Context: an optimization exercise on an open-source flow, tuned for small area. The choices shown serve that exercise and are no tape-out recipe.
RTL that was checked went through simulation tests only; none was proved equivalent to the original.
For runs 5 to 7, only the layout was checked, not whether the RTL still works.
The clock port is modelled as an ideal driver; clocking choices that lean on that would not hold on a real chip.
Power is estimated from default activity; no workload was simulated.

**design/flow/config.mk**
```make
export PLATFORM = sky130hd
export DESIGN_NAME = mch_codec
export DESIGN_NICKNAME = mch_codec
export VERILOG_FILES = /design/flow/design.v
export SDC_FILE = /design/flow/constraint.sdc
export NUM_CORES = 4
export LEC_CHECK = 0
export CAP_MARGIN = 20
export CORE_MARGIN = 2
export CORE_UTILIZATION = 50
export SLEW_MARGIN = 20
```
**design/flow/constraint.sdc**
```tcl
create_clock -name core_clock -period 10.0 [get_ports {clk}]
set_input_delay 2.0000 -clock core_clock [delete_from_list [all_inputs] [get_ports {clk}]]
set_output_delay 2.0000 -clock core_clock [all_outputs]
set_load 0.01 [all_outputs]
```
**design/flow/design.v**
```verilog
module debounce(
    input  btnl,
    input  clk,
    input  stb,      
    input  ph2,      
    input  btn,
    output fire
    );
reg       btn0, btn1, key, rose;
reg [4:0] btn_cnt;
localparam [4:0] C29 = 5'd24, C30 = 5'd16;
assign fire = rose & ph2;
always @(posedge clk or posedge btnl)
begin
    if (btnl)
        begin
            btn0 <= 0;  btn1 <= 0;  btn_cnt <= 0;  key <= 0;
        end
    else if (stb)
        begin
            btn0 <= btn;  btn1 <= btn0;
            if (btn0 ^ btn1)
                btn_cnt <= 0;
            else if (btn_cnt != C30)
                btn_cnt <= {btn_cnt[3:0], ~(btn_cnt[4] ^ btn_cnt[2])};
            if (btn_cnt == C29)
                key <= btn1;
        end
end
always @(posedge clk)
    if (stb)
        rose <= (btn_cnt == C29) & btn1 & ~key;
endmodule
module mch_codec
(
    input   btnl,  
    input   clk,   
    input   btnr,  
    input   btnd,  
    input   [15:0] sw,
    input   rxsd,
    output  reg txsd,
    output  [6:0] seg,
    output  dp,
    output  [3:0] an,
    output  reg [15:0] led
);
assign seg = 7'b1111111;
assign dp  = 1'b0;
reg [4:0] q25p;
reg [1:0] q4p;
localparam [4:0] L0 = 5'd0, L1 = 5'd1, L21 = 5'd22, L22 = 5'd13, L23 = 5'd26, L24 = 5'd20;
wire p99 = (q4p == 2'd3) & (q25p == L24);
wire stb = (q4p == 2'd3) & (q25p == L22);
always @(posedge clk or posedge btnl)
    if (btnl)
        begin q25p <= L21;  q4p <= 2'd3; end
    else if (q25p == L24)
        begin q25p <= L0;  q4p <= q4p + 2'd1; end
    else
        q25p <= {q25p[3:0], ~(q25p[4] ^ q25p[2])};
wire start, lsel_tg;
debounce u_debounce0 (.btnl(btnl), .clk(clk), .stb(stb), .ph2(p99), .btn(btnr), .fire(start));
debounce u_debounce1 (.btnl(btnl), .clk(clk), .stb(stb), .ph2(p99), .btn(btnd), .fire(lsel_tg));
reg lsel;
assign an = {lsel, ~lsel, ~lsel, lsel};
always @(posedge clk or posedge btnl)
    if (btnl)
        lsel <= 1'b0;
    else if (lsel_tg)
        lsel <= ~lsel;
reg [6:0] u;
always @(posedge clk or posedge btnl)
    if (btnl)
        u <= 127;
    else if (start)
        u <= 4;
    else if (p99)
        u <= (u < 83) ? u + 1'b1 : 7'd127;
reg [3:0] nib;
reg       sbit;
wire      lt   = (nib < 10);
wire [3:0] low = lt ? nib : nib + 4'd7;
wire      cap  = (q4p == 3) & (q25p == L23) & (u[2:0] == 3'd6) &
                 (u[6:3] >= 4'd3) & (u[6:3] <= 4'd7);
always @(posedge clk)
    if (cap)
        begin
            sbit <= low[0];
            case (u[5:3])
            3'd3: nib <= sw[15:12];
            3'd4: nib <= sw[11:8];
            3'd5: nib <= sw[7:4];
            3'd6: nib <= sw[3:0];
            default: ;
            endcase
        end
wire [2:0] j = u[2:0];
reg        cbit;
always @*
    case (j)
    3'd0: cbit = 1'b0;
    3'd1: cbit = ~lt;
    3'd2: cbit = lt;
    3'd3: cbit = lt;
    3'd4: cbit = low[3];
    3'd5: cbit = low[2];
    3'd6: cbit = low[1];
    default: cbit = sbit;
    endcase
reg bbit;
always @*
    if (u < 24)         bbit = ~u[1];             
    else if (u < 32)    bbit = (j == 3'd5);       
    else if (u < 64)    bbit = cbit;              
    else                bbit = ~u[1];             
wire sdo = bbit ^ ~q4p[1];
always @(posedge clk or posedge btnl)
    if (btnl)
        txsd <= 1;
    else if ((q25p == L1) & q4p[0])
        begin
            if (u < 16)         txsd <= u[1];
            else if (u < 72)    txsd <= sdo;
            else if (u < 84)    txsd <= ~u[1];
            else                txsd <= 1'b1;
        end
reg       rd0, rd1, rxing;
reg       chi;
reg [4:0] clo;
reg       pl0, pl1;
reg [7:0] acnt;
reg       bad;         
reg  [6:0] tpd;                  
wire [7:0] rbyte = {tpd, ~rd0};   
wire rR = pl0 & ~pl1;
wire rF = pl1 & ~pl0;
always @(posedge clk or posedge btnl)
    if (btnl)
        begin rd0 <= 1;  rd1 <= 1; end
    else
        begin rd0 <= rxsd;  rd1 <= rd0; end
always @(posedge clk or posedge btnl)
    if (btnl)
        begin rxing <= 0;  chi <= 1; end
    else if (~rxing & rd1 & ~rd0)
        begin rxing <= 1;  chi <= 0; end
    else if (rxing)
        begin
            if (rd0 ^ rd1)
                chi <= 0;
            else if (clo == L24)
                chi <= ~chi;
            if (acnt == 170)    rxing <= 0;
        end
    else
        chi <= 1;
always @(posedge clk)
    if (~rxing | (rd0 ^ rd1) | (clo == L24))
        clo <= L0;
    else
        clo <= {clo[3:0], ~(clo[4] ^ clo[2])};
always @(posedge clk)
    begin pl0 <= chi;  pl1 <= pl0; end
always @(posedge clk)
    if (~rxing)
        acnt <= 0;
    else if (rR)                 
        acnt <= acnt + 1'b1;
always @(posedge clk)
    if (~rxing)
        bad <= 0;
    else if (rR & (((acnt < 24) & (rd0 != acnt[2])) | ((acnt == 8'd38) & (rbyte != 8'hcc))))
        bad <= 1;
reg [3:0] d0, d1, d2, d3;
reg [3:0] v;
reg       x0, x1, cm;
reg [3:0] nb0, nb1, nb2, nb3;
wire       dig   = (rbyte[7:4] == 4'h3) & (rbyte[3:0] < 10);
wire       alp   = (rbyte[7:4] == 4'h4) & (rbyte[3:0] > 0) & (rbyte[3:0] < 7);
wire       rvld  = dig | alp;
wire [3:0] rdec  = dig ? rbyte[3:0] : rbyte[3:0] + 4'd9;
always @(posedge clk)
    if (rR)
        begin
            if (~acnt[0])
                tpd <= rbyte[6:0];
            if (acnt == 8'd70)  begin d0 <= rdec;  v[0] <= rvld; end
            if (acnt == 8'd86)  begin d1 <= rdec;  v[1] <= rvld; end
            if (acnt == 8'd102) begin d2 <= rdec;  v[2] <= rvld; end
            if (acnt == 8'd118) begin d3 <= rdec;  v[3] <= rvld; end
        end
always @(posedge clk or posedge btnl)
    if (btnl)
        begin x0 <= 1;  x1 <= 1;  cm <= 0; end
    else
        begin
            x0 <= pl1;  x1 <= x0;
            cm <= x1 & ~x0 & (acnt == 8'd142) & ~bad;
        end
always @(posedge clk or posedge btnl)
    if (btnl)
        begin nb0 <= 0;  nb1 <= 0;  nb2 <= 0;  nb3 <= 0; end
    else if (cm)
        begin
            if (v[0]) nb0 <= d0;
            if (v[1]) nb1 <= d1;
            if (v[2]) nb2 <= d2;
            if (v[3]) nb3 <= d3;
        end
always @(posedge clk or posedge btnl)
    if (btnl)
        led <= 0;
    else if (lsel == 0)
        led <= sw;
    else
        led <= {nb0, nb1, nb2, nb3};
endmodule
```
**design/flow/flow/run.sh**
```bash
#!/bin/bash
# Layout = the standard ORFS flow (standard.sh), with these changes:
#  - synthesis maps logic with an area-oriented ABC script (flow/area.abc,
#    a 60 s &deepsyn AIG optimization, then area-oriented &nf mapping);
#    the synthesis script is otherwise the standard flow's own (synth_recipe.tcl);
#  - ports are buffered with the smallest buffer (buf_1);
#  - CTS inserts no dummy loads, uses clkbuf_4 under a clkbuf_16 root;
#  - tie cells are not split per load;
#  - after CTS, fix_clk.tcl sizes each clock buffer to the smallest clkbuf
#    that keeps the slew at its loads under CLK_SLEW_TARGET.
# Each tool's output goes to its own log file in this folder.
set -euo pipefail
W=$PWD
{ head -n 1 synth_recipe.tcl; cat flow/abc_area.tcl; tail -n +2 synth_recipe.tcl; } > area_synth.tcl
sed "s#SYNTH_SCRIPT=[^ ]*#SYNTH_SCRIPT=$W/area_synth.tcl#" standard.sh > area_standard.sh
grep -q "SYNTH_SCRIPT=$W/area_synth.tcl" area_standard.sh
export AREA_ABC_SCRIPT=$W/flow/area.abc
export BUFFER_PORTS_ARGS="-buffer_cell sky130_fd_sc_hd__buf_1"
export CTS_ARGS="-sink_clustering_enable -repair_clock_nets -root_buf sky130_fd_sc_hd__clkbuf_16 -buf_list sky130_fd_sc_hd__clkbuf_4 -dont_use_dummy_load"
export SKIP_REPAIR_TIE_FANOUT=1
bash area_standard.sh cts > flow_to_cts.log 2>&1
RES_DIR=orfs/results/sky130hd/mch_codec/base CLK_SLEW_TARGET=0.1 \
  openroad -no_init -exit flow/fix_clk.tcl > fix_clk.log 2>&1
bash area_standard.sh > flow_finish.log 2>&1
```
**design/flow/flow/abc_area.tcl**
```tcl
# Map with an area-oriented ABC script instead of ORFS's speed script:
# the design has several ns of slack at the 10 ns clock.  Only the
# combinational mapping changes; flip-flops are mapped before abc runs.
proc abc {args} {
  set i [lsearch -exact $args -script]
  if {$i >= 0} { lset args [expr {$i + 1}] $::env(AREA_ABC_SCRIPT) }
  yosys abc {*}$args
}
```
**design/flow/flow/area.abc**
```
&get -n
&st
&deepsyn -T 60
&dch
&nf -R 1000 -p
&put
```
**design/flow/flow/fix_clk.tcl**
```tcl
# Resize each clock-tree buffer to the smallest clkbuf whose loads all see a
# slew below the target, leaves first, then re-legalize the placement.
set lib  $::env(FLOW_HOME)/platforms/sky130hd/lib/sky130_fd_sc_hd__tt_025C_1v80.lib
set res  $::env(RES_DIR)
set target $::env(CLK_SLEW_TARGET)
read_liberty $lib
read_db $res/4_cts.odb
read_sdc $res/4_cts.sdc
source $::env(FLOW_HOME)/platforms/sky130hd/setRC.tcl
set_propagated_clock [all_clocks]

set sizes {sky130_fd_sc_hd__clkbuf_1 sky130_fd_sc_hd__clkbuf_2 sky130_fd_sc_hd__clkbuf_4 sky130_fd_sc_hd__clkbuf_8 sky130_fd_sc_hd__clkbuf_16}

proc load_slew {inst} {
  set opin [get_pins -of_objects $inst -filter "direction == output"]
  set net [get_nets -of_objects $opin]
  set mx 0
  foreach p [get_pins -of_objects $net -filter "direction == input"] {
    set s [get_property $p slew_max]
    if {$s > $mx} {set mx $s}
  }
  return $mx
}

proc is_leaf {inst} {
  set opin [get_pins -of_objects $inst -filter "direction == output"]
  set net [get_nets -of_objects $opin]
  foreach p [get_pins -of_objects $net -filter "direction == input"] {
    set c [get_cells -of_objects $p]
    if {[string match "*clkbuf*" [get_property $c ref_name]]} {return 0}
  }
  return 1
}

set bufs [get_cells clkbuf_*]
set leaves {}
set others {}
foreach b $bufs { if {[is_leaf $b]} {lappend leaves $b} else {lappend others $b} }

foreach pass {1 2} {
  foreach b [concat $leaves $others] {
    foreach s $sizes {
      replace_cell $b $s
      estimate_parasitics -placement
      if {[load_slew $b] < $target} break
    }
  }
  detailed_placement
  estimate_parasitics -placement
}
foreach b [concat $leaves $others] {
  puts "[get_full_name $b] [get_property $b ref_name] [load_slew $b]"
}
check_placement
write_db $res/4_cts.odb
```
**design/flow/standard.sh**
```bash
#!/bin/bash
# synth_recipe.tcl (not shown) runs the flow's synth.tcl, then flattens the netlist and writes it again
# the make line also repeats each setting of config.mk as NAME=value (left out here)
make -C /OpenROAD-flow-scripts/flow DESIGN_CONFIG=/design/flow/config.mk WORK_HOME=/design/flow/orfs CLKGATE_MAP_FILE= SYNTH_SCRIPT=/design/flow/synth_recipe.tcl "${@:-finish}"
```
==> run notes, run 1 <==
* Maximum VDD drop at 0.0000743 V
* Grt ovf at 0
* HPWL after detailed placement at 6.34 mm
* Critical path depth in cells at 2
* Dpl ws at 7.08 ns
* Resized cells post-CTS at 0
* Worst R2R Setup Slack at 7.54 ns
* Routability cong. at 0.802
* Clock buffer depth at 2
* Vias at 3,174
* Postcts setup bufs at 0
* Fraction of layout cells with a size suffix above 1 at 0.0828
* Drt total wl at 8.97 mm
* Cts hold-fix bufs at 0
* Skew final at 0.0341 ns
* Drt first pass iters at 4
* Hold Crit Class: reg -> reg
* DIE WIDTH at 105 um
* HP Start: pl1
* Cell count after synthesis at 413
* Status: no timing/DRC/antenna violations
* CTS tree: done
* Die height at 105 um
* Core area at 9820 um2
* Routed wire per std cell at 15.2 um
* Drt via density at 5.36
* Slew @ Worst Pin at 1.03 ns
* Die area at 11,000 um2
* Delay-heaviest family, CP: flip-flops
* Root Driver: clkbuf_16
* Crit-path cells: clkinv_1 > buf_1
* Final net count at 493
* CP max FO at 7
* Row Count at 36
* Mean post-synth cell area at 12.3 um2
* Antenna viol nets, final at 0
* R2R depth at 6
* Initial antenna violation count at 0
* Global Route Usage Sum at 0.181
* Initial Util at 0.518
* DR iter-0 viols at 124
* CTS H-tree depth at 4
* # Max-Cap Violations at 0
* Sinks on the clock net at 121
* Worst-Skew Late Latency at 0.34 ns
* Synth top area cells: dfrtp_1, edfxtp_1, dfstp_2
* Fin crit period at 3.03 ns
* Setup TNS at 0 ns
* Hold Path Sink: x0
* FF-to-FF End: u_debounce1.key
* Final worst slack at 6.97 ns
* Post-Syn Area at 5090 um2
* Leakage power at 2.16 nW
* Period utilization at 0.303
* CTS clk-pin slew, worst paths at 0.08 ns
* Number of I/O pins at 50
* Final setup fails at 0
* Synth Flop Type: dfrtp_1
* WHS Path Cells at 0
* Antenna cells at 0
* Hold Vio Cnt, Final at 0
* Worst Path Class, Setup: reg -> out
* Seq/Total Area, Yosys at 0.617
* Post-synthesis async set-or-reset flop share at 0.587
* Worst path arrival time at 1.03 ns
* Count of cell types in the netlist at 49
* Worst path max stage delay at 0.46 ns
* Synth top area share at 0.261
* First-pass GRT wire length at 15.5 mm
* Slowest CP cell: dfrtp_1
* CP bufs+invs at 2
* RSZ-0062 raised after global routing: no
* Fmax at 330 MHz
* Crit. End Element: output port
* FF-to-FF Start: q4p[1]
* Slew HR at 0.309
* Number of buffers added on ports at 41
* Slew Viols, Final at 0
* Post-synth EDFFs at 34
* #FFs+latches synth at 121
* Yosys warns at 2
* Area leader, netlist: dfrtp_1
* DRC violations left at 0
* Area grow syn2layout at 7.80%
* Most instantiated library cell after synthesis: dfrtp_1
* Post-synth top cells: dfrtp_1, nor2_1, edfxtp_1, mux2_1, nand2_1
* Critical Path RT at 8.00 ns
* CTS buffer count at 17
* Setup crit start kind: flip-flop
* Largest net degree at the start of global routing at 72
* Vias in the first global route at 3,122
* P per Cell Area at 148 nW/um2
* Net Count, Synth at 445
registers in the layout, indices dropped and copies added, names as in the netlist, 5 cells and up:
register,count
led,16
acnt,8
tpd,7
u,7
clo,5
q25p,5
u_debounce0.btn_cnt,5
u_debounce1.btn_cnt,5
layer usage:
layer	GRT usage	vias to the layer above	share of wire
met4	0.0657	0	0.0097
met3	0.0555	8	0.042
met5	0	-	0
met2	0.267	64	0.45
li1	-	1567	-
met1	0.253	1535	0.50
cell type report:
| cell class | instances | area (um2) |
|---|---|---|
| Timing Repair Buffer | 43 | 169 |
| Inverter | 14 | 52.6 |
| Sequential cell | 121 | 3140 |
| Fill cell | 892 | 4340 |
| Multi-Input combinational cell | 264 | 1800 |
| Clock buffer | 17 | 155 |
| Tap cell | 133 | 166 |
stage by stage:
stage | instances | total power [mW] | hold WS, ns | utilization | cell area [um2]
3_3_place_gp | 575 | 0.583 | 0.301 | 0.543 | 5330
2_1_floorplan | 413 | 0.570 | 0.297 | - | 5090
4_1_cts | 592 | 0.819 | 0.312 | 0.557 | 5470
3_5_place_dp | 575 | 0.584 | 0.303 | 0.543 | 5330
6_report | 592 | 0.813 | 0.316 | 0.558 | 5480
5_1_grt | 592 | 0.857 | 0.327 | 0.558 | 5480
worst register-to-register path: cells and delay by family (launching register included):
kind	cells	cell delay, ns
adders and majority gates	1	0.16
buffers and inverters	1	0.31
DFF	1	0.57
muxes	1	0.32
and+or+nand+nor	3	0.98
cell families (layout without fill, tap and decap cells):
| family | Yosys count | count (layout) | synth area share |
|---|---|---|---|
| and+or+nand+nor | 131 | 131 | 0.131 |
| AOI/OAI and AO/OA | 69 | 69 | 0.0895 |
| other | 2 | 2 | 0.00148 |
| xor gates and xnor gates | 16 | 16 | 0.0275 |
| adders and majority gates | 11 | 11 | 0.0271 |
| muxes | 35 | 35 | 0.0772 |
| DFF | 121 | 121 | 0.617 |
| buffers and inverters | 28 | 74 | 0.0288 |
how the worst max path moves through the flow:
stage,start,to
after global placement,btnl,led[14]
after floorplan,lsel,an[2]
after detailed placement,btnl,led[13]
after CTS,lsel,an[2]
after global routing,lsel,an[2]
final,lsel,an[2]
cell usage in the layout (no fill, tap or decap), types with 2 or more instances in the layout:
cell type	instances
nand3b_1	2
nand2b_1	3
o21a_1	3
clkinv_1	13
xor2_1	3
nand4_1	6
nor2b_1	7
o2111ai_1	2
a21oi_1	18
clkbuf_4	13
nor2_1	37
nor4b_1	5
ha_1	11
dfstp_2	18
a31oi_1	7
o21ai_0	15
xnor2_1	13
and2_0	5
and3_1	4
a22o_1	9
nand3_1	9
edfxtp_1	34
nand2_1	33
dfxtp_1	16
a21o_1	3
mux2_1	34
dfrtp_1	53
or4b_1	2
buf_1	41
a221oi_1	3
conb_1	2
clkbuf_8	2
nor3b_1	5
nor3_1	6
buf_4	2
o211ai_1	2
where the power goes:
part           total, mW  internal, mW  switching, mW  leakage (nW)
clock              0.241        0.0993          0.141        0.0907
sequential         0.531         0.521         0.0104          1.31
combinational     0.0411        0.0174         0.0237         0.760
==> run 2: changes to the inputs <==
--- a/design/flow/flow/run.sh
+++ b/design/flow/flow/run.sh
@@ -1,7 +1,7 @@
 #!/bin/bash
 # Layout = the standard ORFS flow (standard.sh), with these changes:
 #  - synthesis maps logic with an area-oriented ABC script (flow/area.abc,
-#    a 60 s &deepsyn AIG optimization, then area-oriented &nf mapping);
+#    a 60 s &deepsyn AIG optimization, then area-oriented amap mapping);
 #    the synthesis script is otherwise the standard flow's own (synth_recipe.tcl);
 #  - ports are buffered with the smallest buffer (buf_1);
 #  - CTS inserts no dummy loads, uses clkbuf_4 under a clkbuf_16 root;
==> design/flow/flow/area.abc (replaced) <==
&get -n
&st
&deepsyn -T 60
&put
dch
amap
==> run notes, run 2 <==
* Cell count after synthesis at 451
* Fin crit period at 3.93 ns
* DIE WIDTH at 104 um
* DRC violations left at 0
* Global Route Usage Sum at 0.181
* Sinks on the clock net at 121
* Post-synthesis async set-or-reset flop share at 0.587
* Highest metal used: met4
* Hold Crit Class: reg -> reg
* Mean post-synth cell area at 11.2 um2
* Placed Instances at 614
* Routed wire per std cell at 14.5 um
* Largest family of logic cells by synthesized area: compound AO/OA/AOI/OAI gates
* Fmax at 254 MHz
* Synth Area in Simple Gates at 0.114
* Yosys warns at 2
* Worst path arrival time at 1.93 ns
* FF-to-FF End: u[3]
* Post-synth top cells: clkinv_1, dfrtp_1, nor2_1
* Placed Area at 5290 um2
* XOR/XNOR share of the synthesized area at 0
* Resized cells post-CTS at 0
* Slew HR at 0.407
* Final Util at 0.558
* CTS tree: done
* Worst Path Class, Setup: reg -> out
* Status: no timing/DRC/antenna violations
* Initial Util at 0.515
* Synth Area in Adders at 0.0274
* Slew Viols, Final at 0
* Final worst slack at 6.07 ns
* WL met3 at 453 um
* #FFs+latches synth at 121
* CTS clk-pin slew, worst paths at 0.09 ns
* Skew final at 0.0471 ns
* Met2 WL post-DR at 4.08 mm
* Hold_ws at 0.342 ns
* Drt via density at 5.41
* Final Power at 824 uW
* Largest net degree at the start of global routing at 72
* Post-route cell area at 5450 um2
* Drt total wl at 9.15 mm
* Setup TNS at 0 ns
* Area grow syn2layout at 8.36%
* Worst-Skew Late Latency at 0.35 ns
* First-pass GRT wire length at 15.6 mm
* Hold Vio Cnt, Final at 0
* Seq/Total Area, Yosys at 0.624
* DR iter-0 viols at 115
* Period utilization at 0.393
* Count of cell types in the netlist at 42
* Root Driver: clkbuf_16
* Net Count, Synth at 483
* Number of buffers added on ports at 41
* Most instantiated library cell after synthesis: clkinv_1
* Die height at 104 um
* Final setup fails at 0
* Dpl ws at 6.40 ns
* Crit. End Element: output port
* P per Cell Area at 151 nW/um2
* # Max-Cap Violations at 0
* Synth top area share at 0.264
* Fraction of layout cells with a size suffix above 1 at 0.0803
* Maximum VDD drop at 0.0000714 V
* Clock buffer depth at 2
* Max reg flops at 16
* Antenna cells at 0
* Initial antenna violation count at 0
* Final net count at 532
* Multiplexer share of the synthesized area at 0
* Crit path capture: an[2]
* Area leader, netlist: dfrtp_1
* R2R depth at 9
* Antenna viol nets, final at 0
* Row Count at 36
* Core area at 9770 um2
* Synth Area in Compound Gates at 0.171
* Commonest non-fill, non-tap cell in the layout: clkinv_1
* Routability cong. at 0.807
* Critical Path RT at 8.00 ns
* Number of I/O pins at 50
* CTS H-tree depth at 4
* FF-to-FF Start: q25p[4]
* Postcts setup bufs at 0
* Non-Filler Instances at 631
* Setup crit start kind: flip-flop
* Synth top area cells: dfrtp_1, edfxtp_1, dfstp_2
* Die area at 10,900 um2
* Cts hold-fix bufs at 0
* Synth Flop Type: dfrtp_1
* CTS buffer count at 17
* CP max FO at 20
* HPWL after detailed placement at 6.61 mm
* Drt first pass iters at 5
* Worst R2R Setup Slack at 7.13 ns
* Fillers at 888
* Leakage power at 2.06 nW
* RSZ-0062 raised after global routing: no
* Post-synth EDFFs at 34
* Met1 WL at 4.41 mm
* Slew @ Worst Pin at 0.889 ns
* CP Launch Point: lsel
* Vias at 3,413
* Largest regs: led (16), acnt (8)
* Post-Syn Area at 5030 um2
* Top reg by flops: led
* Commonest cells after routing, fill and taps aside: clkinv_1, dfrtp_1, buf_1
* Vias in the first global route at 3,283
* Grt ovf at 0
-- run 2: cell type report --
class                      count  area (um2)  area share
sequential                   121        3140       0.576
multi-input combinational    258        1580       0.291
inverter                      58         218      0.0399
timing repair buffer          44         176      0.0324
tap                          133         166      0.0305
clock buffer                  17         165      0.0303
-- run 2: kinds of logic after synthesis --
group | after synthesis
and+or+nand+nor | 123
buffers and inverters | 72
AOI/OAI and AO/OA | 122
DFF | 121
other | 2
adders and majority gates | 11
-- run 2: power breakdown --
group          total (mW)  switching (mW)  internal, mW
clock               0.250           0.144         0.106
sequential          0.532          0.0105         0.521
combinational      0.0431          0.0270        0.0161
total               0.824           0.181         0.643
-- run 2: how the worst min path moves through the flow --
| stage | startpoint | to | slack [ns] | cells past startpoint |
|---|---|---|---|---|
| after CTS | pl1 | x0 | 0.34 | 0 |
| after global placement | pl1 | x0 | 0.30 | 0 |
| after global routing | pl1 | x0 | 0.35 | 0 |
| final | pl1 | x0 | 0.34 | 0 |
| after detailed placement | pl1 | x0 | 0.31 | 0 |
| after floorplan | pl1 | x0 | 0.30 | 0 |
-- run 2: metal layers --
layer	up-vias	global-route usage
met5	-	0
met4	0	0.0792
met3	20	0.0545
met2	86	0.267
met1	1589	0.249
li1	1718	-
-- run 2: worst max-delay path: stages, from the launching register on --
cell      delay [ns]
dfrtp_1         0.70
clkinv_1        0.63
buf_1           0.27
==> run 3: changes to the inputs <==
--- a/design/flow/flow/run.sh
+++ b/design/flow/flow/run.sh
@@ -16,7 +16,7 @@
 grep -q "SYNTH_SCRIPT=$W/area_synth.tcl" area_standard.sh
 export AREA_ABC_SCRIPT=$W/flow/area.abc
 export BUFFER_PORTS_ARGS="-buffer_cell sky130_fd_sc_hd__buf_1"
-export CTS_ARGS="-sink_clustering_enable -repair_clock_nets -root_buf sky130_fd_sc_hd__clkbuf_16 -buf_list sky130_fd_sc_hd__clkbuf_4 -dont_use_dummy_load"
+export CTS_ARGS="-repair_clock_nets -root_buf sky130_fd_sc_hd__clkbuf_16 -buf_list sky130_fd_sc_hd__clkbuf_4 -dont_use_dummy_load"
 export SKIP_REPAIR_TIE_FANOUT=1
 bash area_standard.sh cts > flow_to_cts.log 2>&1
 RES_DIR=orfs/results/sky130hd/mch_codec/base CLK_SLEW_TARGET=0.1 \
==> run notes, run 3 <==
* Drt via density at 5.41
* Maximum VDD drop at 0.0000714 V
* Initial Util at 0.515
* Fillers at 888
* Drt total wl at 9.15 mm
* CTS clk-pin slew, worst paths at 0.09 ns
* # Max-Cap Violations at 0
* Final worst slack at 6.07 ns
* Max reg flops at 16
* Number of I/O pins at 50
* Dpl ws at 6.40 ns
* Root Driver: clkbuf_16
* Setup TNS at 0 ns
* First-pass GRT wire length at 15.6 mm
* Leakage power at 2.06 nW
* FF-to-FF Start: q25p[4]
* Crit. End Element: output port
* Net Sw Frac at 0.220
* Mean post-synth cell area at 11.2 um2
* Worst R2R Setup Slack at 7.13 ns
* HP Start: pl1
* Die height at 104 um
* DRC violations left at 0
* Hold Crit Class: reg -> reg
* Int Power at 643 uW
* Synth Flop Type: dfrtp_1
* Logic pwr share at 0.052
* Commonest non-fill, non-tap cell in the layout: clkinv_1
* Period utilization at 0.393
* Die area at 10,900 um2
* Post-Syn Area at 5030 um2
* Critical Path RT at 8.00 ns
* Clk pwr share at 0.303
* Synth top area share at 0.264
* Initial antenna violation count at 0
* Setup crit start kind: flip-flop
* Slew @ Worst Pin at 0.889 ns
* Area grow syn2layout at 8.36%
* Status: no timing/DRC/antenna violations
* Synth top area cells: dfrtp_1, edfxtp_1, dfstp_2
* Number of buffers added on ports at 41
* CP max FO at 20
* Drt first pass iters at 5
* Most instantiated library cell after synthesis: clkinv_1
* Worst path max stage delay at 0.70 ns
* Largest net degree at the start of global routing at 72
* Area leader, netlist: dfrtp_1
* Delay-heaviest family, CP: buffers and inverters
* Largest regs: led (16), acnt (8)
* Routed wire per std cell at 14.5 um
* Final net count at 532
* Crit-path cells: clkinv_1 > buf_1
* Yosys warns at 2
* Row Count at 36
* FF-to-FF End: u[3]
* Placed Instances at 614
* Cell count after synthesis at 451
* WHS Path Cells at 0
* Worst Path Class, Setup: reg -> out
* Hold Vio Cnt, Final at 0
* Slew HR at 0.407
* Global Route Usage Sum at 0.181
* DR iter-0 viols at 115
* CTS buffer count at 17
* Fin crit period at 3.93 ns
* Routability cong. at 0.807
* Sinks on the clock net at 121
* Core area at 9770 um2
* Fraction of layout cells with a size suffix above 1 at 0.0803
* Commonest cells after routing, fill and taps aside: clkinv_1, dfrtp_1, buf_1
* P per Cell Area at 151 nW/um2
* Final setup fails at 0
* Psw at 181 uW
* DIE WIDTH at 104 um
* Vias at 3,413
* Sequential Power Share at 0.645
* CP bufs+invs at 2
* Worst-Skew Late Latency at 0.35 ns
* RSZ-0062 raised after global routing: no
* Non-Filler Instances at 631
* Fmax at 254 MHz
* Cts hold-fix bufs at 0
* Antenna viol nets, final at 0
* Skew final at 0.0471 ns
* Post-synth EDFFs at 34
* Count of cell types in the netlist at 42
* Post-synthesis async set-or-reset flop share at 0.587
* Resized cells post-CTS at 0
* Slew Viols, Final at 0
* Vias in the first global route at 3,283
* Net Count, Synth at 483
* #FFs+latches synth at 121
* CTS H-tree depth at 4
* Postcts setup bufs at 0
* Worst path arrival time at 1.93 ns
* Antenna cells at 0
* R2R depth at 9
* Seq/Total Area, Yosys at 0.624
* Grt ovf at 0
* Slowest CP cell: dfrtp_1
* CTS tree: done
* HPWL after detailed placement at 6.61 mm
* Clock buffer depth at 2
* Post-synth top cells: clkinv_1, dfrtp_1, nor2_1
* Hold Path Sink: x0
* Top reg by flops: led
## run 3: logic make-up (layout without fill, tap and decap cells)
family	Yosys count	count (layout)	share of synthesized area
simple gates	123	123	0.114
buf+inv	72	119	0.0619
flops	121	121	0.624
compound gates	122	122	0.171
fa+ha+maj	11	11	0.0274
other cells	2	2	0.00149
## run 3: worst max-delay path by stage
stage,from,endpoint,slack [ns],depth (start not counted)
CTS,lsel,an[2],6.00,2
floorplan,lsel,an[2],6.66,2
detailed placement,lsel,an[2],6.40,2
global route,lsel,an[2],5.89,2
global placement,lsel,an[2],6.47,2
finish,lsel,an[2],6.07,2
## run 3: through the flow
step                cell area, um2  hold slack (ns)  power, mW   util
floorplan                     5030            0.297      0.572      -
global placement              5290            0.302      0.584  0.541
detailed placement            5290            0.310      0.585  0.541
CTS                           5430            0.345      0.819  0.556
global route                  5450            0.348      0.864  0.558
finish                        5450            0.342      0.824  0.558
## run 3: metal layers
metal  vias to the layer above  GRT usage  wire [um]
met2                        86      0.267       4080
li1                       1718          -          -
met5                         -          0          0
met1                      1589      0.249       4410
met4                         0     0.0792        212
met3                        20     0.0545        453
## run 3: layout make-up
| cell class | instances | area [um2] | share of cell area |
|---|---|---|---|
| clock buffer | 17 | 165 | 0.0303 |
| timing repair buffer | 44 | 176 | 0.0324 |
| inverter | 58 | 218 | 0.0399 |
| tap | 133 | 166 | 0.0305 |
| sequential | 121 | 3140 | 0.576 |
| multi-input combinational | 258 | 1580 | 0.291 |
## run 3: power groups by stage
stage          combinational (mW)  sequential (mW)  clock, mW
5_1_grt                    0.0505            0.534      0.279
2_1_floorplan              0.0305            0.541          0
3_3_place_gp               0.0429            0.541          0
6_report                   0.0431            0.532      0.250
4_1_cts                    0.0440            0.532      0.244
3_5_place_dp               0.0439            0.542          0
==> run 4: changes to the inputs <==
--- a/design/flow/flow/run.sh
+++ b/design/flow/flow/run.sh
@@ -16,7 +16,7 @@
 grep -q "SYNTH_SCRIPT=$W/area_synth.tcl" area_standard.sh
 export AREA_ABC_SCRIPT=$W/flow/area.abc
 export BUFFER_PORTS_ARGS="-buffer_cell sky130_fd_sc_hd__buf_1"
-export CTS_ARGS="-repair_clock_nets -root_buf sky130_fd_sc_hd__clkbuf_16 -buf_list sky130_fd_sc_hd__clkbuf_4 -dont_use_dummy_load"
+export CTS_ARGS="-sink_clustering_enable -sink_clustering_size 25 -sink_clustering_max_diameter 80 -sink_clustering_levels 2 -repair_clock_nets -root_buf sky130_fd_sc_hd__clkbuf_16 -buf_list sky130_fd_sc_hd__clkbuf_4 -dont_use_dummy_load"
 export SKIP_REPAIR_TIE_FANOUT=1
 bash area_standard.sh cts > flow_to_cts.log 2>&1
 RES_DIR=orfs/results/sky130hd/mch_codec/base CLK_SLEW_TARGET=0.1 \
==> run notes, run 4 <==
* Status: no timing/DRC/antenna violations
* Cts hold-fix bufs at 0
* Antenna viol nets, final at 0
* Routability cong. at 0.807
* Leakage power at 2.06 nW
* Slew @ Worst Pin at 0.889 ns
* Mean post-synth cell area at 11.2 um2
* Worst Path Class, Setup: reg -> out
* Worst path max stage delay at 0.70 ns
* Yosys warns at 2
* Routed wire per std cell at 14.5 um
* CTS buffer count at 17
* Number of I/O pins at 50
* Initial Util at 0.515
* Seq/Total Area, Yosys at 0.624
* Final net count at 532
* Largest net degree at the start of global routing at 72
* CTS H-tree depth at 4
* First-pass GRT wire length at 15.6 mm
* Post-synth EDFFs at 34
* Die area at 10,900 um2
* Fin crit period at 3.93 ns
* Logic pwr share at 0.052
* DIE WIDTH at 104 um
* Top reg by flops: led
* Hold Crit Class: reg -> reg
* Vias at 3,413
* DR iter-0 viols at 115
* Crit-path cells: clkinv_1 > buf_1
* Skew final at 0.0471 ns
* Sinks on the clock net at 121
* Vias in the first global route at 3,283
* Slew Viols, Final at 0
* Area grow syn2layout at 8.36%
* Period utilization at 0.393
* HPWL after detailed placement at 6.61 mm
* Grt ovf at 0
* Fillers at 888
* Clk pwr share at 0.303
* Fmax at 254 MHz
* Antenna cells at 0
* Die height at 104 um
* Row Count at 36
* Post-synth top cells: clkinv_1, dfrtp_1, nor2_1
* Initial antenna violation count at 0
* Postcts setup bufs at 0
* Drt first pass iters at 5
* Sequential Power Share at 0.645
* Clock buffer depth at 2
* DRC violations left at 0
* Post-Syn Area at 5030 um2
* Largest regs: led (16), acnt (8)
* Maximum VDD drop at 0.0000714 V
* Global Route Usage Sum at 0.181
* Most instantiated library cell after synthesis: clkinv_1
* Int Power at 643 uW
* RSZ-0062 raised after global routing: no
* Worst path arrival time at 1.93 ns
* Critical Path RT at 8.00 ns
* Slew HR at 0.407
* Psw at 181 uW
* Max reg flops at 16
* # Max-Cap Violations at 0
* Commonest cells after routing, fill and taps aside: clkinv_1, dfrtp_1, buf_1
* Number of buffers added on ports at 41
* CTS tree: done
* Drt via density at 5.41
* Commonest non-fill, non-tap cell in the layout: clkinv_1
* Cell count after synthesis at 451
* Hold Vio Cnt, Final at 0
* Synth Flop Type: dfrtp_1
* Setup TNS at 0 ns
* Area leader, netlist: dfrtp_1
* Final setup fails at 0
* CTS clk-pin slew, worst paths at 0.09 ns
* Crit. End Element: output port
* Resized cells post-CTS at 0
* Post-synthesis async set-or-reset flop share at 0.587
* Synth top area share at 0.264
* Worst-Skew Late Latency at 0.35 ns
* Net Sw Frac at 0.220
* P per Cell Area at 151 nW/um2
* Drt total wl at 9.15 mm
* Slowest CP cell: dfrtp_1
* Synth top area cells: dfrtp_1, edfxtp_1, dfstp_2
* Fraction of layout cells with a size suffix above 1 at 0.0803
* Count of cell types in the netlist at 42
* Hold_ws at 0.342 ns
* Setup crit start kind: flip-flop
* #FFs+latches synth at 121
* Root Driver: clkbuf_16
* CP max FO at 20
* Core area at 9770 um2
* Net Count, Synth at 483
==> run 4: cell counts in the layout (fill, tap and decap cells not counted) <==
No cell type changed its count.
==> run 4: path summary, 6_finish.rpt <==
kind	start	cells past startpoint	to	slack [ns]
min in group asynchronous	btnl	3	u_debounce0.btn0	1.89
max	lsel	2	an[2]	6.07
min reg2reg	pl1	0	x0	0.34
max reg2reg	q25p[4]	9	u[3]	7.13
max in group asynchronous	btnl	3	nb3[3]	7.50
min	pl1	0	x0	0.34
==> run 4: per-layer routing <==
layer / vias up / GRT usage / part of all wire
li1: 1718 / - / -
met1: 1589 / 0.249 / 0.48
met2: 86 / 0.267 / 0.45
met3: 20 / 0.0545 / 0.050
met4: 0 / 0.0792 / 0.023
met5: - / 0 / 0
==> run 4: power groups by stage <==
stage	Sequential [mW]	Clock (mW)	Combinational [mW]
finish	0.532	0.250	0.0431
global route	0.534	0.279	0.0505
CTS	0.532	0.244	0.0440
detailed placement	0.542	0	0.0439
global placement	0.541	0	0.0429
floorplan	0.541	0	0.0305
==> run 4: critical path, delay by kind of cell (launching register included) <==
family                 cells  cell delay [ns]
buffers and inverters      2             0.90
DFF                        1             0.70
==> run 4: through the flow <==
step / worst slack, ns / total power, mW / utilization / instance area, um2 / instances
after detailed placement: 6.40 / 0.585 / 0.541 / 5290 / 614
after global placement: 6.47 / 0.584 / 0.541 / 5290 / 614
after floorplan: 6.66 / 0.572 / - / 5030 / 451
after CTS: 6.00 / 0.819 / 0.556 / 5430 / 631
final: 6.07 / 0.824 / 0.558 / 5450 / 631
after global routing: 5.89 / 0.864 / 0.558 / 5450 / 631
==> run 4: logic make-up after synthesis <==
| logic type | after synthesis | share of synthesized area |
|---|---|---|
| DFF | 121 | 0.624 |
| and+or+nand+nor | 123 | 0.114 |
| buffers and inverters | 72 | 0.0619 |
| other | 2 | 0.00149 |
| adders and majority gates | 11 | 0.0274 |
| AOI/OAI and AO/OA | 122 | 0.171 |
==> run 4: area by class of cell <==
type,count,area [um2],share of cell area
clock buffers,17,165,0.0303
well taps,133,166,0.0305
inverters,58,218,0.0399
repair buffers,44,176,0.0324
flip-flops and latches,121,3140,0.576
multi-input cells,258,1580,0.291
==> run 5: changes to the inputs <==
--- a/design/flow/design.v
+++ b/design/flow/design.v
@@ -6,30 +6,34 @@
     input  btn,
     output fire
     );
-reg       btn0, btn1, key, rose;
+reg       btn0, btn1, key;
 reg [4:0] btn_cnt;
-localparam [4:0] C29 = 5'd24, C30 = 5'd16;
-assign fire = rose & ph2;
+localparam [4:0] C0 = 5'd0, C1 = 5'd1, C29 = 5'd24, C30 = 5'd16, CS = 5'd31;
+wire c30 = (btn_cnt == C30);
+wire cs  = (btn_cnt == CS);
+assign fire = ph2 & ~key & ((c30 & btn1) | (cs & ~btn1));
 always @(posedge clk or posedge btnl)
 begin
     if (btnl)
         begin
-            btn0 <= 0;  btn1 <= 0;  btn_cnt <= 0;  key <= 0;
+            btn0 <= 0;  btn1 <= 0;  btn_cnt <= C0;
         end
     else if (stb)
         begin
             btn0 <= btn;  btn1 <= btn0;
             if (btn0 ^ btn1)
-                btn_cnt <= 0;
-            else if (btn_cnt != C30)
+                btn_cnt <= (btn_cnt == C29) ? CS : C0;
+            else if (cs)
+                btn_cnt <= C1;
+            else if (~c30)
                 btn_cnt <= {btn_cnt[3:0], ~(btn_cnt[4] ^ btn_cnt[2])};
-            if (btn_cnt == C29)
-                key <= btn1;
         end
 end
-always @(posedge clk)
-    if (stb)
-        rose <= (btn_cnt == C29) & btn1 & ~key;
+always @(posedge clk or posedge btnl)
+    if (btnl)
+        key <= 0;
+    else if (ph2 & (c30 | cs))
+        key <= btn1 ^ cs;
 endmodule
 module mch_codec
 (
@@ -165,7 +169,7 @@
 always @(posedge clk)
     if (~rxing)
         acnt <= 0;
-    else if (rR)                 
+    else if (rR & (acnt < 170))
         acnt <= acnt + 1'b1;
 always @(posedge clk)
     if (~rxing)
--- a/design/flow/flow/run.sh
+++ b/design/flow/flow/run.sh
@@ -1,7 +1,7 @@
 #!/bin/bash
 # Layout = the standard ORFS flow (standard.sh), with these changes:
 #  - synthesis maps logic with an area-oriented ABC script (flow/area.abc,
-#    a 60 s &deepsyn AIG optimization, then area-oriented amap mapping);
+#    a 60 s &deepsyn AIG optimization, then area-oriented &nf mapping);
 #    the synthesis script is otherwise the standard flow's own (synth_recipe.tcl);
 #  - ports are buffered with the smallest buffer (buf_1);
 #  - CTS inserts no dummy loads, uses clkbuf_4 under a clkbuf_16 root;
@@ -16,7 +16,7 @@
 grep -q "SYNTH_SCRIPT=$W/area_synth.tcl" area_standard.sh
 export AREA_ABC_SCRIPT=$W/flow/area.abc
 export BUFFER_PORTS_ARGS="-buffer_cell sky130_fd_sc_hd__buf_1"
-export CTS_ARGS="-sink_clustering_enable -sink_clustering_size 25 -sink_clustering_max_diameter 80 -sink_clustering_levels 2 -repair_clock_nets -root_buf sky130_fd_sc_hd__clkbuf_16 -buf_list sky130_fd_sc_hd__clkbuf_4 -dont_use_dummy_load"
+export CTS_ARGS="-sink_clustering_enable -repair_clock_nets -root_buf sky130_fd_sc_hd__clkbuf_16 -buf_list sky130_fd_sc_hd__clkbuf_4 -dont_use_dummy_load"
 export SKIP_REPAIR_TIE_FANOUT=1
 bash area_standard.sh cts > flow_to_cts.log 2>&1
 RES_DIR=orfs/results/sky130hd/mch_codec/base CLK_SLEW_TARGET=0.1 \
==> design/flow/flow/area.abc (replaced) <==
&get -n
&st
&deepsyn -T 60
&dch
&nf -R 1000 -p
&put
==> run notes, run 5 <==
* Net Sw Frac at 0.229
* Initial Util at 0.518
* Grt ovf at 0
* Final setup fails at 0
* P per Cell Area at 151 nW/um2
* Synth Area in Adders at 0.0269
* Area grow syn2layout at 8.01%
* Fmax at 320 MHz
* Largest net degree at the start of global routing at 72
* Synth Flop Type: dfrtp_1
* Drt via density at 5.37
* Post-Syn Area at 5110 um2
* CTS tree: done
* Leakage power at 2.25 nW
* Slew Viols, Final at 0
* Worst Path Class, Setup: reg -> out
* Worst-Skew Late Latency at 0.34 ns
* Sequential Power Share at 0.641
* Post-synthesis async set-or-reset flop share at 0.597
* Synth Area in Simple Gates at 0.137
* Drt first pass iters at 4
* First-pass GRT wire length at 15.2 mm
* Count of cell types in the netlist at 44
* Sinks on the clock net at 119
* FF-to-FF Start: q4p[0]
* CTS buffer count at 17
* Vias in the first global route at 3,126
* Crit-path cells: buf_4 > buf_1
* Final net count at 513
* Resized cells post-CTS at 0
* Die area at 11,000 um2
* Net Count, Synth at 465
* Synth top area share at 0.260
* Cts hold-fix bufs at 0
* HPWL after detailed placement at 6.31 mm
* Root Driver: clkbuf_16
* Crit. End Element: output port
* Worst R2R Setup Slack at 7.20 ns
* CTS clk-pin slew, worst paths at 0.08 ns
* Routability cong. at 0.813
* Area leader, netlist: dfrtp_1
* DIE WIDTH at 105 um
* Yosys warns at 2
* Cell count after synthesis at 433
* Row Count at 36
* Routed wire per std cell at 14.5 um
* Core area at 9860 um2
* Fin crit period at 3.13 ns
* Die height at 105 um
* Seq/Total Area, Yosys at 0.603
* Status: no timing/DRC/antenna violations
* Initial antenna violation count at 0
* Critical Path RT at 8.00 ns
* Number of buffers added on ports at 41
* Worst path arrival time at 1.13 ns
* Synth top area cells: dfrtp_1, edfxtp_1, dfstp_2
* #FFs+latches synth at 119
* Commonest non-fill, non-tap cell in the layout: dfrtp_1
* Synth Area in Compound Gates at 0.0840
* CP Launch Point: lsel
* Logic pwr share at 0.061
* Mean post-synth cell area at 11.8 um2
* Skew final at 0.0311 ns
* Post-synth EDFFs at 32
* Post-synth top cells: dfrtp_1, nand2_1, mux2_1
* XOR/XNOR share of the synthesized area at 0.0343
* Fraction of layout cells with a size suffix above 1 at 0.0793
* Hold Crit Class: reg -> reg
* R2R depth at 7
* Int Power at 644 uW
* # Max-Cap Violations at 0
* DR iter-0 viols at 91
* Hold_ws at 0.287 ns
* Global Route Usage Sum at 0.175
* CTS H-tree depth at 4
* Postcts setup bufs at 0
* Max reg flops at 16
* Vias at 3,284
* DRC violations left at 0
* Number of I/O pins at 50
* Clk pwr share at 0.298
* Largest regs: led (16), acnt (8)
* Drt total wl at 8.86 mm
* Worst path max stage delay at 0.35 ns
* Multiplexer share of the synthesized area at 0.0838
* Setup crit start kind: flip-flop
* Slowest CP cell: dfrtp_1
* CP max FO at 18
* Psw at 191 uW
* Most instantiated library cell after synthesis: dfrtp_1
* Slew @ Worst Pin at 0.876 ns
* RSZ-0062 raised after global routing: no
* Antenna cells at 0
* Clock buffer depth at 2
* Slew HR at 0.416
* Hold Vio Cnt, Final at 0
* Setup TNS at 0 ns
* Largest family of logic cells by synthesized area: simple AND/OR/NAND/NOR gates
* Commonest cells after routing, fill and taps aside: dfrtp_1, buf_1, nand2_1
* Top reg by flops: led
* Maximum VDD drop at 0.000107 V
* Antenna viol nets, final at 0
* Period utilization at 0.313
* FF-to-FF End: u_debounce0.btn_cnt[0]
* Crit path capture: an[3]
run 5: cells by family after synthesis:
family / count (synthesis)
adder cells (fa/ha/maj): 11
other: 2
flip-flops: 119
buffers and inverters: 29
multiplexers: 38
XOR/XNOR: 20
AND/OR/NAND/NOR: 142
AO/OA/AOI/OAI: 72
run 5: layer usage:
layer / up-vias / share of wire / global-route usage
met5: - / 0 / 0
met4: 0 / 0.0086 / 0.0429
met3: 7 / 0.045 / 0.0543
met2: 74 / 0.45 / 0.260
met1: 1574 / 0.50 / 0.251
li1: 1629 / - / -
run 5: area by class of cell:
type	count	area, um2
well taps	133	166
fillers	886	4350
repair buffers	43	169
multi-input cells	285	1880
inverters	15	56.3
flip-flops and latches	119	3080
clock buffers	17	168
run 5: power by group through the flow:
| stage | clock [mW] | combinational [mW] | sequential (mW) |
|---|---|---|---|
| finish | 0.249 | 0.0509 | 0.535 |
| global route | 0.279 | 0.0597 | 0.538 |
| CTS | 0.243 | 0.0520 | 0.535 |
| detailed placement | 0 | 0.0516 | 0.545 |
| global placement | 0 | 0.0505 | 0.544 |
| floorplan | 0 | 0.0375 | 0.541 |
run 5: how the worst min path moves through the flow:
stage,slack [ns],end,cells past startpoint,startpoint
after floorplan,0.29,x0,0,pl1
after detailed placement,0.30,x0,0,pl1
after CTS,0.34,x0,0,pl1
after global placement,0.30,x0,0,pl1
final,0.29,x0,0,pl1
after global routing,0.30,x0,0,pl1
run 5: worst max-delay path: cells and delay by family (launching register included):
kind	cells	cell delay, ns
buffers and inverters	2	0.43
DFF	1	0.35
run 5: stage by stage:
stage	instance area, um2	util	power [mW]	std cells	worst slack, ns
CTS	5490	0.557	0.830	612	6.86
global route	5520	0.559	0.877	612	6.79
floorplan	5110	-	0.579	433	6.82
detailed placement	5350	0.542	0.596	595	7.09
global placement	5350	0.542	0.595	595	7.09
finish	5520	0.559	0.835	612	6.87
==> run 6: changes to the inputs <==
--- a/design/flow/design.v
+++ b/design/flow/design.v
@@ -6,34 +6,30 @@
     input  btn,
     output fire
     );
-reg       btn0, btn1, key;
+reg       btn0, btn1, key, rose;
 reg [4:0] btn_cnt;
-localparam [4:0] C0 = 5'd0, C1 = 5'd1, C29 = 5'd24, C30 = 5'd16, CS = 5'd31;
-wire c30 = (btn_cnt == C30);
-wire cs  = (btn_cnt == CS);
-assign fire = ph2 & ~key & ((c30 & btn1) | (cs & ~btn1));
+localparam [4:0] C29 = 5'd24, C30 = 5'd16;
+assign fire = rose & ph2;
 always @(posedge clk or posedge btnl)
 begin
     if (btnl)
         begin
-            btn0 <= 0;  btn1 <= 0;  btn_cnt <= C0;
+            btn0 <= 0;  btn1 <= 0;  btn_cnt <= 0;  key <= 0;
         end
     else if (stb)
         begin
             btn0 <= btn;  btn1 <= btn0;
             if (btn0 ^ btn1)
-                btn_cnt <= (btn_cnt == C29) ? CS : C0;
-            else if (cs)
-                btn_cnt <= C1;
-            else if (~c30)
+                btn_cnt <= 0;
+            else if (btn_cnt != C30)
                 btn_cnt <= {btn_cnt[3:0], ~(btn_cnt[4] ^ btn_cnt[2])};
+            if (btn_cnt == C29)
+                key <= btn1;
         end
 end
-always @(posedge clk or posedge btnl)
-    if (btnl)
-        key <= 0;
-    else if (ph2 & (c30 | cs))
-        key <= btn1 ^ cs;
+always @(posedge clk)
+    if (stb)
+        rose <= (btn_cnt == C29) & btn1 & ~key;
 endmodule
 module mch_codec
 (
@@ -85,18 +81,16 @@
 reg       sbit;
 wire      lt   = (nib < 10);
 wire [3:0] low = lt ? nib : nib + 4'd7;
-wire      cap  = (q4p == 3) & (q25p == L23) & (u[2:0] == 3'd6) &
-                 (u[6:3] >= 4'd3) & (u[6:3] <= 4'd7);
+wire      cap  = (q4p == 3) & (q25p == L23) & (u[2:0] == 3'd6);
 always @(posedge clk)
     if (cap)
         begin
             sbit <= low[0];
-            case (u[5:3])
-            3'd3: nib <= sw[15:12];
-            3'd4: nib <= sw[11:8];
-            3'd5: nib <= sw[7:4];
-            3'd6: nib <= sw[3:0];
-            default: ;
+            case (u[4:3])
+            2'd3: nib <= sw[15:12];
+            2'd0: nib <= sw[11:8];
+            2'd1: nib <= sw[7:4];
+            default: nib <= sw[3:0];
             endcase
         end
 wire [2:0] j = u[2:0];
@@ -169,7 +163,7 @@
 always @(posedge clk)
     if (~rxing)
         acnt <= 0;
-    else if (rR & (acnt < 170))
+    else if (rR)                 
         acnt <= acnt + 1'b1;
 always @(posedge clk)
     if (~rxing)
@@ -183,16 +177,19 @@
 wire       dig   = (rbyte[7:4] == 4'h3) & (rbyte[3:0] < 10);
 wire       alp   = (rbyte[7:4] == 4'h4) & (rbyte[3:0] > 0) & (rbyte[3:0] < 7);
 wire       rvld  = dig | alp;
-wire [3:0] rdec  = dig ? rbyte[3:0] : rbyte[3:0] + 4'd9;
+wire [3:0] rdec  = rbyte[6] ? rbyte[3:0] + 4'd9 : rbyte[3:0];    
 always @(posedge clk)
     if (rR)
         begin
             if (~acnt[0])
                 tpd <= rbyte[6:0];
-            if (acnt == 8'd70)  begin d0 <= rdec;  v[0] <= rvld; end
-            if (acnt == 8'd86)  begin d1 <= rdec;  v[1] <= rvld; end
-            if (acnt == 8'd102) begin d2 <= rdec;  v[2] <= rvld; end
-            if (acnt == 8'd118) begin d3 <= rdec;  v[3] <= rvld; end
+            if (~acnt[7] & (acnt[3:0] == 4'd6))
+                case (acnt[5:4])
+                2'd0: begin d0 <= rdec;  v[0] <= rvld; end
+                2'd1: begin d1 <= rdec;  v[1] <= rvld; end
+                2'd2: begin d2 <= rdec;  v[2] <= rvld; end
+                2'd3: begin d3 <= rdec;  v[3] <= rvld; end
+                endcase
         end
 always @(posedge clk or posedge btnl)
     if (btnl)
--- a/design/flow/flow/run.sh
+++ b/design/flow/flow/run.sh
@@ -1,7 +1,7 @@
 #!/bin/bash
 # Layout = the standard ORFS flow (standard.sh), with these changes:
 #  - synthesis maps logic with an area-oriented ABC script (flow/area.abc,
-#    a 60 s &deepsyn AIG optimization, then area-oriented &nf mapping);
+#    a 60 s &deepsyn AIG optimization, then area-oriented amap mapping);
 #    the synthesis script is otherwise the standard flow's own (synth_recipe.tcl);
 #  - ports are buffered with the smallest buffer (buf_1);
 #  - CTS inserts no dummy loads, uses clkbuf_4 under a clkbuf_16 root;
==> design/flow/flow/area.abc (replaced) <==
&get -n
&st
&deepsyn -T 60
&put
dch
amap
==> run notes, run 6 <==
* Synth Flop Type: dfrtp_1
* Most instantiated library cell after synthesis: clkinv_1
* DR iter-0 viols at 149
* Psw at 181 uW
* Antenna viol nets, final at 0
* Delay-heaviest family, CP: buffers and inverters
* Sequential Power Share at 0.650
* Post-Syn Area at 4990 um2
* Worst path arrival time at 1.95 ns
* Postcts setup bufs at 0
* Clk pwr share at 0.293
* Hold Crit Class: reg -> reg
* Net Count, Synth at 505
* Fin crit period at 3.95 ns
* Hold Path Sink: x0
* Antenna cells at 0
* Post-route cell area at 5400 um2
* Commonest cells after routing, fill and taps aside: clkinv_1, nor2_1, dfrtp_1
* Number of I/O pins at 50
* #FFs+latches synth at 121
* Number of buffers added on ports at 41
* Maximum VDD drop at 0.0000759 V
* FF-to-FF End: txsd
* HP Start: pl1
* Final setup fails at 0
* Int Power at 640 uW
* Drt first pass iters at 4
* Sinks on the clock net at 121
* FF-to-FF Start: u[2]
* Placed Area at 5240 um2
* Net Sw Frac at 0.221
* Synth top area cells: dfrtp_1, edfxtp_1, dfstp_2
* CTS clk-pin slew, worst paths at 0.08 ns
* Global Route Usage Sum at 0.182
* Root Driver: clkbuf_16
* Initial Util at 0.513
* # Max-Cap Violations at 0
* HPWL after detailed placement at 6.67 mm
* Post-synth top cells: clkinv_1, nor2_1, dfrtp_1
* Slew HR at 0.406
* Worst Path Class, Setup: reg -> out
* Seq/Total Area, Yosys at 0.629
* Vias in the first global route at 3,325
* Resized cells post-CTS at 0
* Drt total wl at 9.17 mm
* Slowest CP cell: dfrtp_1
* Max reg flops at 16
* Commonest non-fill, non-tap cell in the layout: clkinv_1
* Mean post-synth cell area at 10.6 um2
* Initial antenna violation count at 0
* Drt via density at 5.30
* Grt ovf at 0
* Skew final at 0.0444 ns
* Yosys warns at 2
* Post-synth EDFFs at 34
* Vias at 3,457
* Largest net degree at the start of global routing at 72
* Synth top area share at 0.266
* Slew Viols, Final at 0
* CTS tree: done
* CP max FO at 21
* P per Cell Area at 152 nW/um2
* RSZ-0062 raised after global routing: no
* WHS Path Cells at 0
* Routability cong. at 0.895
* Slew @ Worst Pin at 0.892 ns
* Row Count at 36
* Area leader, netlist: dfrtp_1
* Fillers at 918
* CP bufs+invs at 2
* Period utilization at 0.395
* DIE WIDTH at 104 um
* Cts hold-fix bufs at 0
* R2R depth at 9
* CTS H-tree depth at 4
* Cell count after synthesis at 473
* Logic pwr share at 0.057
* Fmax at 253 MHz
* DRC violations left at 0
* Clock buffer depth at 2
* Die height at 104 um
* Final net count at 553
* Routed wire per std cell at 14.1 um
* First-pass GRT wire length at 15.6 mm
* Worst-Skew Late Latency at 0.34 ns
* Core area at 9730 um2
* Area grow syn2layout at 8.14%
* Fraction of layout cells with a size suffix above 1 at 0.0751
* Crit-path cells: clkinv_1 > buf_1
* Setup TNS at 0 ns
* Worst path max stage delay at 0.72 ns
* Setup crit start kind: flip-flop
* Count of cell types in the netlist at 38
* Crit. End Element: output port
* Leakage power at 2.08 nW
* Status: no timing/DRC/antenna violations
* Die area at 10,800 um2
* Critical Path RT at 8.00 ns
* Top reg by flops: led
* Hold Vio Cnt, Final at 0
* CTS buffer count at 17
* Post-synthesis async set-or-reset flop share at 0.587
* Largest regs: led (16), acnt (8)
* Worst R2R Setup Slack at 7.69 ns
==> run 6: changes by cell type in the layout (fill, tap and decap cells not counted), moves of 9 or more <==
cell	previous run	this run
mux2_1	38	0
nor2_1	34	56
a22o_1	0	10
o22ai_1	6	18
xnor2_1	9	0
clkinv_1	14	68
a21oi_1	17	35
nor2b_1	13	2
xor2_1	11	0
==> run 6: logic make-up after synthesis <==
| kind of cell | Yosys count | share of synthesized area |
|---|---|---|
| buffers and inverters | 83 | 0.0707 |
| other | 2 | 0.00150 |
| and+or+nand+nor | 142 | 0.125 |
| AOI/OAI and AO/OA | 114 | 0.146 |
| adders and majority gates | 11 | 0.0276 |
| DFF | 121 | 0.629 |
==> run 6: worst max path at each step <==
stage               startpoint     to  slack, ns  cells after the start
floorplan                 lsel  an[2]       6.64                      2
global placement          lsel  an[2]       6.45                      2
detailed placement        lsel  an[2]       6.41                      2
CTS                       lsel  an[2]       6.00                      2
global route              lsel  an[2]       5.86                      2
finish                    lsel  an[2]       6.05                      2
==> run 6: per-layer routing <==
| layer | GRT usage | wire length [um] | vias up |
|---|---|---|---|
| li1 | - | - | 1744 |
| met1 | 0.254 | 4460 | 1609 |
| met2 | 0.273 | 4130 | 92 |
| met3 | 0.0445 | 453 | 12 |
| met4 | 0.0763 | 136 | 0 |
| met5 | 0 | 0 | - |
==> run 6: power groups by stage <==
stage	combinational [mW]	sequential, mW	clock, mW
final	0.0466	0.534	0.241
after global routing	0.0537	0.536	0.276
after CTS	0.0478	0.534	0.243
after detailed placement	0.0473	0.544	0
after global placement	0.0463	0.543	0
after floorplan	0.0336	0.543	0
==> run 6: through the flow <==
step | util | std cells | power (mW) | hold slack, ns | setup WS (ns)
after global placement | 0.539 | 635 | 0.589 | 0.302 | 6.45
final | 0.555 | 652 | 0.822 | 0.316 | 6.05
after CTS | 0.554 | 652 | 0.824 | 0.320 | 6.00
after floorplan | - | 473 | 0.576 | 0.297 | 6.64
after global routing | 0.555 | 652 | 0.865 | 0.331 | 5.86
after detailed placement | 0.539 | 635 | 0.591 | 0.311 | 6.41
==> run 6: final cells by class <==
class | instances | area [um2] | share of cell area
Sequential cell | 121 | 3140 | 0.582
Inverter | 69 | 259 | 0.0480
Tap cell | 133 | 166 | 0.0308
Clock buffer | 17 | 159 | 0.0294
Timing Repair Buffer | 43 | 169 | 0.0313
Multi-Input combinational cell | 269 | 1510 | 0.279
==> run 6: worst register-to-register path: stages (launching register included) <==
cell and delay [ns]:
dfstp_2 0.58, clkinv_1 0.18, ha_1 0.26, or4_1 0.50, o311a_1 0.13, o21ai_0 0.15
nor2_1 0.07, a21oi_1 0.12, o221ai_1 0.11, o21ai_0 0.11
==> run 7: changes to the inputs <==
--- a/design/flow/flow/run.sh
+++ b/design/flow/flow/run.sh
@@ -1,7 +1,7 @@
 #!/bin/bash
 # Layout = the standard ORFS flow (standard.sh), with these changes:
 #  - synthesis maps logic with an area-oriented ABC script (flow/area.abc,
-#    a 60 s &deepsyn AIG optimization, then area-oriented amap mapping);
+#    a 60 s &deepsyn AIG optimization, then area-oriented &nf mapping);
 #    the synthesis script is otherwise the standard flow's own (synth_recipe.tcl);
 #  - ports are buffered with the smallest buffer (buf_1);
 #  - CTS inserts no dummy loads, uses clkbuf_4 under a clkbuf_16 root;
==> design/flow/flow/area.abc (replaced) <==
&get -n
&st
&deepsyn -T 60
&dch
&nf -R 1000 -p
&put
==> run notes, run 7 <==
* Status: no timing/DRC/antenna violations
* Synth top area share at 0.264
* Number of I/O pins at 50
* Maximum VDD drop at 0.0000960 V
* Net Count, Synth at 428
* Slew @ Worst Pin at 0.890 ns
* Vias at 3,048
* CP max FO at 20
* Sequential cell area at 3140 um2
* Commonest cells after routing, fill and taps aside: dfrtp_1, buf_1, mux2_1
* WHS Path Cells at 0
* DR iter-0 viols at 187
* Slew HR at 0.407
* Seq/Total Area, Yosys at 0.625
* CTS buffer count at 17
* Antenna cells at 0
* Routed wire per std cell at 15.2 um
* Final setup fails at 0
* Largest net degree at the start of global routing at 72
* Initial antenna violation count at 0
* Hold Crit Class: reg -> reg
* Sequential Power Share at 0.645
* Number of buffers added on ports at 41
* Drt first pass iters at 4
* Fin crit period at 3.58 ns
* WL met3 at 360 um
* Setup TNS at 0 ns
* DIE WIDTH at 104 um
* Largest regs: led (16), acnt (8)
* R2R depth at 8
* CTS clk-pin slew, worst paths at 0.09 ns
* Int Power at 643 uW
* Worst R2R Setup Slack at 7.49 ns
* Cts hold-fix bufs at 0
* Antenna viol nets, final at 0
* Post-synth EDFFs at 34
* Area grow syn2layout at 8.02%
* Count of cell types in the netlist at 41
* Routability cong. at 0.795
* Setup crit start kind: flip-flop
* Initial Util at 0.514
* Area leader, netlist: dfrtp_1
* Top reg by flops: led
* DRC violations left at 0
* P per Cell Area at 152 nW/um2
* Net Sw Frac at 0.220
* Drt total wl at 8.76 mm
* # Max-Cap Violations at 0
* Area of the multi-input gates at 1730 um2
* Fillers at 881
* Fmax at 279 MHz
* Post-Syn Area at 5020 um2
* Most instantiated library cell after synthesis: dfrtp_1
* Post-synthesis async set-or-reset flop share at 0.587
* Clock buffer depth at 2
* Dpl ws at 6.79 ns
* Post-synth top cells: dfrtp_1, mux2_1, nand2_1
* #FFs+latches synth at 121
* Hold Path Sink: x0
* Highest metal used: met4
* Psw at 182 uW
* Cell count after synthesis at 396
* Vias in the first global route at 2,956
* Postcts setup bufs at 0
* Grt ovf at 0
* RSZ-0062 raised after global routing: no
* FF-to-FF Start: pl0
* Met2 WL post-DR at 3.86 mm
* Critical Path RT at 8.00 ns
* CTS H-tree depth at 4
* Leakage power at 2.17 nW
* Placed Instances at 558
* HP Start: pl1
* Clk pwr share at 0.302
* Hold Vio Cnt, Final at 0
* Non-Filler Instances at 575
* Sinks on the clock net at 121
* Synth top area cells: dfrtp_1, edfxtp_1, dfstp_2
* Max reg flops at 16
* FF-to-FF End: bad
* HPWL after detailed placement at 6.18 mm
* Yosys warns at 2
* CTS tree: done
* First-pass GRT wire length at 14.6 mm
* Synth Flop Type: dfrtp_1
* Worst path arrival time at 1.58 ns
* Resized cells post-CTS at 0
* Skew final at 0.0360 ns
* Root Driver: clkbuf_16
* Final net count at 476
* Met1 WL at 4.41 mm
* Worst-Skew Late Latency at 0.35 ns
* Mean post-synth cell area at 12.7 um2
* Row Count at 36
* Worst Path Class, Setup: reg -> out
* Commonest non-fill, non-tap cell in the layout: dfrtp_1
* Die height at 104 um
* Fraction of layout cells with a size suffix above 1 at 0.0860
* Logic pwr share at 0.053
* Core area at 9770 um2
* Final worst slack at 6.42 ns
* Global Route Usage Sum at 0.172
* Crit. End Element: output port
* Period utilization at 0.358
* Slew Viols, Final at 0
* Drt via density at 5.30
* Die area at 10,900 um2
==> run 7: per-stage QoR <==
stage | hold slack [ns] | instance area [um2] | util | total power, mW
global placement | 0.301 | 5260 | 0.538 | 0.585
floorplan | 0.297 | 5020 | - | 0.572
CTS | 0.322 | 5410 | 0.553 | 0.822
global route | 0.327 | 5420 | 0.555 | 0.863
finish | 0.318 | 5420 | 0.555 | 0.824
detailed placement | 0.307 | 5260 | 0.538 | 0.586
==> run 7: cells by family (layout without fill, tap and decap cells) <==
group / Yosys count / count (layout) / synth area share
xor+xnor: 18 / 18 / 0.0314
fa+ha+maj: 11 / 11 / 0.0274
other cells: 2 / 2 / 0.00150
simple gates: 114 / 114 / 0.118
mux: 39 / 39 / 0.0872
compound gates: 62 / 62 / 0.0790
flops: 121 / 121 / 0.625
buf+inv: 29 / 75 / 0.0299
==> run 7: power groups by stage <==
stage | combinational (mW) | sequential (mW) | clock [mW]
floorplan | 0.0314 | 0.540 | 0
global placement | 0.0435 | 0.541 | 0
detailed placement | 0.0447 | 0.541 | 0
CTS | 0.0449 | 0.531 | 0.246
global route | 0.0496 | 0.533 | 0.280
finish | 0.0440 | 0.531 | 0.249
==> run 7: critical path: stages (launching register included) <==
cell      delay [ns]
dfrtp_1         0.88
clkinv_1        0.19
buf_1           0.17
==> run 7: worst max path at each step <==
stage / start / end / slack, ns / cells past startpoint
after floorplan: lsel / an[2] / 6.83 / 2
after global placement: lsel / an[1] / 6.81 / 2
after detailed placement: lsel / an[1] / 6.79 / 2
after CTS: lsel / an[1] / 6.39 / 2
after global routing: lsel / an[2] / 6.29 / 2
final: lsel / an[1] / 6.42 / 2
==> run 7: per-layer routing <==
| layer | GRT usage | vias up |
|---|---|---|
| met5 | 0 | - |
| met4 | 0.0666 | 0 |
| met3 | 0.0514 | 15 |
| met2 | 0.250 | 70 |
| met1 | 0.245 | 1464 |
| li1 | - | 1499 |
==> run 7: final cells by class <==
cell class,count,area share
Sequential cell,121,0.579
Multi-Input combinational cell,246,0.319
Timing Repair Buffer,43,0.0311
Tap cell,133,0.0307
Clock buffer,17,0.0298
Inverter,15,0.0104

-- afterwards: timing with drivers on the ports --
How much do the figures lean on ideal ports? The routed layouts below were timed once more, with nothing changed but the port constraints.
Step 1, drivers: a clkbuf_16 drives clk and a buf_2 each remaining input, both assumed.
Step 2 moves the port delays by t, midway between the first and last clock arrival at a register: inputs arrive t later, outputs are due t later. That takes back most of the time a late clock gives input paths.
Three values: ideal ports, drivers, drivers and shift; two values: the first two.
run	shift t [ns]	setup slack, ns	pins driven straight from the clock port
run 1	0.361	6.969 / 6.932 / 7.148	1
run 2	0.360	6.065 / 6.029 / 6.388	1
run 3	0.360	6.065 / 6.029 / 6.388	1
run 4	0.360	6.065 / 6.029 / 6.388	1
run 5	0.359	6.872 / 6.837 / 7.181	1
run 6	0.350	6.052 / 6.018 / 6.368	1
run 7	0.367	6.416 / 6.382 / 6.749	1
After both steps every run listed still meets setup and hold. Setup slack includes reset recovery checks.
